This is an optimization exercise on Yosys and OpenROAD, whose aim is small area, not a production implementation. In this exercise RTL edits were held to simulation tests only and were not proved equivalent to the original.

==> inputs of umber <==
## uart_alu_top
module uart_alu_top #(
    parameter CLK_FREQ = 100_000_000,
    parameter BAUD_RATE = 9600,
    parameter DATA_BITS = 8
)(
    input  wire clk,
    input  wire reset,
    input  wire rx,
    output wire tx,
    output wire [15:0] led
);
    localparam DIVISOR = CLK_FREQ / (BAUD_RATE * 16);
    wire tick;
    baud_rate_generator #(.DIVISOR(DIVISOR)) baud_gen (
        .clk(clk), .reset(reset), .tick(tick)
    );
    wire rx_done;
    wire [7:0] rx_data;
    uart_rx uart_rx_inst (
        .clk(clk), .reset(reset), .rx(rx), .s_tick(tick),
        .rx_done_tick(rx_done), .dout(rx_data)
    );
    reg [7:0] reg_A, reg_B;
    reg [3:0] reg_op;
    wire [7:0] alu_result;
    wire alu_zero, alu_overflow, alu_carry;
    alu alu_inst (
        .a(reg_A), .b(reg_B), .e(reg_op),
        .result(alu_result), .zero(alu_zero),
        .overflow(alu_overflow), .carry(alu_carry)
    );
    reg [1:0] f;
    reg [3:0] p;
    reg [3:0] ts;
    reg tx_reg;
    wire recv    = (f == 2'd0);
    wire sending = !recv && (p[3] || p == 4'd7 || p == 4'd0);
    wire ts15    = (ts == 4'd15);
    wire tx_done = !recv && (p == 4'd0) && ts15 && tick;
    wire op_valid = ~rx_data[4] & ~rx_data[3] &
                    (rx_data[5] ? ~(rx_data[0] & ~rx_data[2]) : (~rx_data[2] & rx_data[1]));
    always @(posedge clk) begin
        if (recv && p == 4'd1) reg_A <= rx_data;
        if (recv && p == 4'd3) reg_B <= rx_data;
    end
    always @(posedge clk) begin
        if (reset)
            reg_op <= 4'd0;
        else if (recv && p == 4'd5)
            reg_op <= {rx_data[5], rx_data[2:0]} & {4{op_valid}};
    end
    always @(posedge clk) begin
        if (reset) begin
            f <= 2'd0;
            p <= 4'd0;
        end else if (recv) begin
            if (p == 4'd5) begin
                f <= 2'd1;
                p <= 4'd4;
            end else if (p[0] || rx_done)
                p <= p + 1'b1;
  ...
==> module alu, before the edit <==
module alu (
    input  wire [7:0] a,
    input  wire [7:0] b,
    input  wire [3:0] e,
    output wire [7:0] result,
    output wire       zero,
    output wire       overflow,
    output wire       carry
);
    wire arith = e[3] & ~e[2];
    wire logic_ = e[3] & e[2];
    wire sub   = arith & e[1];
    wire L     = logic_ & e[0];           
    wire useS  = arith | (logic_ & e[1] & ~e[0]);    
    wire inv   = logic_ & e[1] & e[0];    
    wire shift = ~e[3] & e[1];
    wire la_en = e[3];
    wire [7:0] bx = b ^ {8{sub}};
    wire [8:0] c;
    wire [7:0] cin;
    wire [7:0] s;
    genvar i;
    generate
        for (i = 0; i < 8; i = i + 1) begin : rc
            if (i == 0) assign cin[i] = sub | L;
            else        assign cin[i] = (arith & c[i]) | L;
            assign s[i]     = a[i] ^ bx[i] ^ cin[i];
            assign c[i + 1] = (a[i] & bx[i]) | (cin[i] & (a[i] ^ bx[i]));
        end
    endgenerate
    wire [7:0] la = useS ? s : (c[8:1] ^ {8{inv}});
    wire [7:0] sh = $signed({e[0] & a[7], a}) >>> b[2:0];
    assign result = ({8{shift}} & sh) | ({8{la_en}} & la);
    assign zero     = ~|result;
    assign overflow = arith & (c[8] ^ c[7]);
    assign carry    = arith & ~e[1] & c[8];
endmodule
==> module baud_rate_generator, before the edit <==
module baud_rate_generator #(
    parameter DIVISOR = 651
)(
    input  wire clk,
    input  wire reset,
    output wire tick
);
    function [9:0] lfsr_after;
        input integer n;
        integer i;
        reg [9:0] x;
        begin
            x = 10'd0;
            for (i = 0; i < n; i = i + 1)
                x = {x[8:0], ~(x[9] ^ x[6])};
            lfsr_after = x;
        end
    endfunction
    localparam [9:0] LAST = lfsr_after(DIVISOR - 1);
    reg [9:0] counter;
    assign tick = (counter == LAST);
    always @(posedge clk) begin
        if (reset || tick)
            counter <= 10'd0;
        else
            counter <= {counter[8:0], ~(counter[9] ^ counter[6])};
    end
endmodule
==> module uart_alu_top, before the edit <==
module uart_alu_top #(
    parameter CLK_FREQ = 100_000_000,
    parameter BAUD_RATE = 9600,
    parameter DATA_BITS = 8
)(
    input  wire clk,
    input  wire reset,
    input  wire rx,
    output wire tx,
    output wire [15:0] led
);
    localparam DIVISOR = CLK_FREQ / (BAUD_RATE * 16);
    wire tick;
    baud_rate_generator #(.DIVISOR(DIVISOR)) baud_gen (
        .clk(clk), .reset(reset), .tick(tick)
    );
    wire rx_done;
    wire [7:0] rx_data;
    uart_rx uart_rx_inst (
        .clk(clk), .reset(reset), .rx(rx), .s_tick(tick),
        .rx_done_tick(rx_done), .dout(rx_data)
    );
    reg [7:0] reg_A, reg_B;
    reg [3:0] reg_op;
    wire [7:0] alu_result;
    wire alu_zero, alu_overflow, alu_carry;
    alu alu_inst (
        .a(reg_A), .b(reg_B), .e(reg_op),
        .result(alu_result), .zero(alu_zero),
        .overflow(alu_overflow), .carry(alu_carry)
    );
    reg [1:0] f;
    reg [3:0] p;
    reg [3:0] ts;
    reg tx_reg;
    wire recv    = (f == 2'd0);
    wire sending = !recv && (p[3] || p == 4'd7 || p == 4'd0);
    wire ts15    = (ts == 4'd15);
    wire tx_done = !recv && (p == 4'd0) && ts15 && tick;
    wire op_valid = ~rx_data[4] & ~rx_data[3] &
                    (rx_data[5] ? ~(rx_data[0] & ~rx_data[2]) : (~rx_data[2] & rx_data[1]));
    always @(posedge clk) begin
        if (recv && p == 4'd1) reg_A <= rx_data;
        if (recv && p == 4'd3) reg_B <= rx_data;
    end
    always @(posedge clk) begin
        if (reset)
            reg_op <= 4'd0;
        else if (recv && p == 4'd5)
            reg_op <= {rx_data[5], rx_data[2:0]} & {4{op_valid}};
    end
    always @(posedge clk) begin
        if (reset) begin
            f <= 2'd0;
            p <= 4'd0;
        end else if (recv) begin
            if (p == 4'd5) begin
                f <= 2'd1;
                p <= 4'd4;
            end else if (p[0] || rx_done)
                p <= p + 1'b1;
        end else if (sending) begin
            if (tick && ts15) begin
                if (p == 4'd0) begin
                    f <= f + 1'b1;
                    p <= (f == 2'd3) ? 4'd0 : 4'd5;
                end else
                    p <= p + 1'b1;
            end
        end else
            p <= p + 1'b1;
    end
    always @(posedge clk) begin
        if (!sending)
            ts <= 4'd0;
        else if (tick)
            ts <= ts + 1'b1;
    end
    wire data_bit;
    uart_tx uart_tx_inst (
        .f(f), .k(p[2:0]), .result(alu_result),
        .flags({alu_zero, alu_overflow, alu_carry}), .bit_out(data_bit)
    );
    always @(posedge clk) begin
        if (reset)
            tx_reg <= 1'b1;
        else
            tx_reg <= !(sending && p == 4'd7) && !(sending && p[3] && !data_bit);
    end
    assign tx = tx_reg;
    assign led[7:0] = alu_result;
    assign led[8]   = alu_zero;
    assign led[9]   = alu_overflow;
    assign led[10]  = alu_carry;
    assign led[11]  = recv && (p == 4'd1);
    assign led[12]  = recv && (p == 4'd3);
    assign led[13]  = recv && (p == 4'd5);
    assign led[14]  = rx_done;
    assign led[15]  = tx_done;
endmodule
clock: 10.0 ns
lec_check: 0
cap_margin: 20
core_margin: 2
core_utilization: 40
slew_margin: 20
standard.sh (not shown) runs the stock make flow with config.mk's settings and CLKGATE_MAP_FILE= SYNTH_SCRIPT=/design/flow/synth_recipe.tcl, a recipe that flattens the netlist after the stock synthesis.
==> flow/flow/run.sh <==
#!/bin/bash
set -euo pipefail
W=$(pwd)
FLOWDIR=$W/flow
# synthesis script: ORFS's synth.tcl with an ABC script override
sed 's|^  log_cmd abc {\*}\$abc_args|  if { [env_var_exists_and_non_empty MY_ABC_SCRIPT] } { set abc_args [lreplace $abc_args 1 1 $::env(MY_ABC_SCRIPT)] }\n  log_cmd abc {*}$abc_args|' \
  "$FLOW_HOME/scripts/synth.tcl" > "$W/synth_mod.tcl"
grep -q MY_ABC_SCRIPT "$W/synth_mod.tcl"
sed "s|\$::env(SCRIPTS_DIR)/synth.tcl|$W/synth_mod.tcl|" "$W/synth_recipe.tcl" > "$W/synth_recipe_mod.tcl"
grep -q synth_mod.tcl "$W/synth_recipe_mod.tcl"

bash "$W/standard.sh" \
  SYNTH_SCRIPT="$W/synth_recipe_mod.tcl" \
  ADDER_MAP_FILE= \
  MY_ABC_SCRIPT="$FLOWDIR/abc_area.script" \
  BUFFER_PORTS_ARGS="-buffer_cell sky130_fd_sc_hd__buf_1" \
  CTS_ARGS="-sink_clustering_enable -repair_clock_nets -dont_use_dummy_load -buf_list sky130_fd_sc_hd__clkbuf_4 -root_buf sky130_fd_sc_hd__clkbuf_4 -sink_clustering_size 30 -sink_clustering_max_diameter 100" \
  finish > "$W/run_make.log" 2>&1
==> flow/flow/abc_area.script <==
strash
&get -n
&fraig -x
&put
dc2
strash
&get -n
&dch -f
&nf -a
&put
==> inputs of violet, as changes to umber <==
--- a/flow/design.v
+++ b/flow/design.v
@@ -11,8 +11,8 @@
     wire logic_ = e[3] & e[2];
     wire sub   = arith & e[1];
     wire L     = logic_ & e[0];           
-    wire useS  = arith | (logic_ & e[1] & ~e[0]);    
-    wire inv   = logic_ & e[1] & e[0];    
+    wire kx    = logic_ & e[1];           
+    wire useS  = arith | kx;
     wire shift = ~e[3] & e[1];
     wire la_en = e[3];
     wire [7:0] bx = b ^ {8{sub}};
@@ -28,7 +28,7 @@
             assign c[i + 1] = (a[i] & bx[i]) | (cin[i] & (a[i] ^ bx[i]));
         end
     endgenerate
-    wire [7:0] la = useS ? s : (c[8:1] ^ {8{inv}});
+    wire [7:0] la = useS ? (s & ~(c[8:1] & {8{kx}})) : c[8:1];
     wire [7:0] sh = $signed({e[0] & a[7], a}) >>> b[2:0];
     assign result = ({8{shift}} & sh) | ({8{la_en}} & la);
     assign zero     = ~|result;
@@ -54,12 +54,12 @@
             lfsr_after = x;
         end
     endfunction
-    localparam [9:0] LAST = lfsr_after(DIVISOR - 1);
+    localparam [9:0] FIRST = lfsr_after(1023 - (DIVISOR - 1));
     reg [9:0] counter;
-    assign tick = (counter == LAST);
+    assign tick = (counter == 10'd0);
     always @(posedge clk) begin
         if (reset || tick)
-            counter <= 10'd0;
+            counter <= FIRST;
         else
             counter <= {counter[8:0], ~(counter[9] ^ counter[6])};
     end
@@ -160,12 +160,19 @@
     always @(posedge clk) begin
         if (recv && p == 4'd1) reg_A <= rx_data;
         if (recv && p == 4'd3) reg_B <= rx_data;
-    end
-    always @(posedge clk) begin
-        if (reset)
-            reg_op <= 4'd0;
-        else if (recv && p == 4'd5)
-            reg_op <= {rx_data[5], rx_data[2:0]} & {4{op_valid}};
+        if (recv && p == 4'd5) begin
+            reg_op[2] <= rx_data[2];
+            reg_op[0] <= rx_data[0];
+        end
+    end
+    always @(posedge clk) begin
+        if (reset) begin
+            reg_op[3] <= 1'b0;
+            reg_op[1] <= 1'b0;
+        end else if (recv && p == 4'd5) begin
+            reg_op[3] <= rx_data[5] & op_valid;
+            reg_op[1] <= rx_data[1] & op_valid;
+        end
     end
     always @(posedge clk) begin
         if (reset) begin
==> flow/flow/run.sh (replaced) <==
#!/bin/bash
# Layout flow: the standard ORFS flow (standard.sh) with these changes:
#  - synthesis: no full/half-adder extraction (ADDER_MAP_FILE empty), and ABC is run with each of
#    a set of area-oriented scripts (written below into abc_scripts/) in turn, keeping the
#    smallest netlist (flow/abc_pick.tcl). Everything before ABC, the flip-flop mapping and
#    everything after ABC is ORFS's synth.tcl as is;
#  - ports are buffered with buf_1;
#  - CTS builds its tree from clkbuf_4 cells and inserts no dummy loads.
# Floorplan, power grid, tap cells, placement, CTS, routing and finishing are the standard flow.
# Each tool's full output is in orfs/logs/ (one log per step); make's output is in run_make.log.
set -euo pipefail
W=$(pwd)
FLOWDIR=$W/flow

# ABC scripts: logic optimisation x choice computation x area-recovering standard-cell mapping
mkdir -p "$W/abc_scripts"
PRE_p0="strash"
PRE_p1=$'strash\ndc2'
PRE_p2=$'strash\n&get -n\n&fraig -x\n&put\ndc2\nstrash'
PRE_p3=$'strash\ndc2\ndc2\nstrash'
PRE_p4=$'strash\nrewrite\nrefactor\nbalance\nrewrite -z\nrefactor -z\nrewrite -z\nbalance\nstrash'
CH_c0="dch"
CH_c1="dch -f"
MAP_m1="amap -F 4 -A 50 -C 1000"
MAP_m4="amap -F 8 -A 100 -C 5000"
MAP_m5="amap -F 2 -A 20 -C 500"
MAP_m6="amap -F 4 -A 50 -C 1000 -m"
for p in p0 p1 p2 p3 p4; do
  for c in c0 c1; do
    for m in m1 m4 m5 m6; do
      pv=PRE_$p; cv=CH_$c; mv=MAP_$m
      printf '%s\n%s\n%s\n' "${!pv}" "${!cv}" "${!mv}" > "$W/abc_scripts/$p$c$m.script"
    done
  done
done

sed "s|^  log_cmd abc {\*}\$abc_args|  source $FLOWDIR/abc_pick.tcl|" \
  "$FLOW_HOME/scripts/synth.tcl" > "$W/synth_mod.tcl"
grep -q abc_pick.tcl "$W/synth_mod.tcl"
sed "s|\$::env(SCRIPTS_DIR)/synth.tcl|$W/synth_mod.tcl|" "$W/synth_recipe.tcl" > "$W/synth_recipe_mod.tcl"
grep -q synth_mod.tcl "$W/synth_recipe_mod.tcl"

bash "$W/standard.sh" \
  SYNTH_SCRIPT="$W/synth_recipe_mod.tcl" \
  ADDER_MAP_FILE= \
  MY_ABC_SCRIPTS="$(ls "$W"/abc_scripts/*.script | tr '\n' ' ')" \
  BUFFER_PORTS_ARGS="-buffer_cell sky130_fd_sc_hd__buf_1" \
  CTS_ARGS="-sink_clustering_enable -repair_clock_nets -dont_use_dummy_load -buf_list sky130_fd_sc_hd__clkbuf_4 -root_buf sky130_fd_sc_hd__clkbuf_4" \
  finish > "$W/run_make.log" 2>&1
==> flow/flow/abc_pick.tcl (new file) <==
# Run ABC with each script in MY_ABC_SCRIPTS on the same netlist and keep the smallest result.
design -save my_pre_abc
set my_best_area ""
set my_best_script ""
set my_i 0
foreach my_script $::env(MY_ABC_SCRIPTS) {
  incr my_i
  design -load my_pre_abc
  log_cmd abc {*}[lreplace $abc_args 1 1 $my_script]
  opt_clean -purge
  set my_stat [tee -q -s result.string stat {*}$lib_args]
  if { [regexp {Chip area for module[^:]*:\s*([0-9.]+)} $my_stat -> my_area] } {
    puts "ABC script $my_script: area $my_area"
    if { $my_i == 1 } { set my_first_area $my_area }
    # a result far below the first script's is taken for a failed ABC run and not used
    if { $my_area < 0.8 * $my_first_area } { continue }
    if { $my_best_area eq "" || $my_area < $my_best_area } {
      set my_best_area $my_area
      set my_best_script $my_script
      design -save my_abc_best
    }
  }
}
puts "ABC script chosen: $my_best_script (area $my_best_area)"
design -load my_abc_best
--- a/flow/config.mk
+++ b/flow/config.mk
@@ -7,5 +7,6 @@
 export LEC_CHECK = 0
 export CAP_MARGIN = 20
 export CORE_MARGIN = 2
-export CORE_UTILIZATION = 40
+export CORE_UTILIZATION = 70
+export PLACE_DENSITY = 0.85
 export SLEW_MARGIN = 20
removed: flow/flow/abc_area.script
==> run notes <==
violet completed with no timing, DRC or antenna violations. umber completed with no timing, DRC or antenna violations.
Between umber and violet, the lower utilization is in umber (gap 33 points).
Wire length: umber is lower than violet (4.6%).
Against violet, the register-to-register slack of umber is better by 0.96 ns.
In first-iteration DRC count, violet is at 3.5 times the value of umber.
Synthesized area: umber is larger than violet (8.4%).
Of umber and violet, umber has the higher design area (gap about 10%, measured against violet).
Against violet, the cell count of umber is larger by 14%.
In umber the clock skew is higher than in violet, by 0.036 ns.
Of umber and violet, umber has the higher synthesized cell count (gap about 1.8%, measured against violet).

## re-timing with driven ports
In the flow no input, the clock included, has a driving cell. The finished layouts below were timed again as built, in two steps.
Step 1: set_driving_cell puts a clkbuf_16 on clk and a buf_2 on each other input, an assumption about the parent block.
Step 2 also shifts input and output timing later by t, the mid clock arrival at the registers, as if the neighbouring blocks saw the same clock.
a / b / c = ideal / step 1 / step 2; a / b = the first two.
run | t, ns | setup WS [ns] | hold slack, ns | worst setup path after step 2 | cell pins on the clock port's net
umber | 0.408 | 1.561 / 1.534 / 1.942 | 0.428 / 0.428 / 0.428 | register to output | 1
violet | 0.396 | 0.916 / 0.889 / 1.285 | 0.440 / 0.440 / 0.440 | register to output | 1
After both steps setup and hold are still met in every run listed.
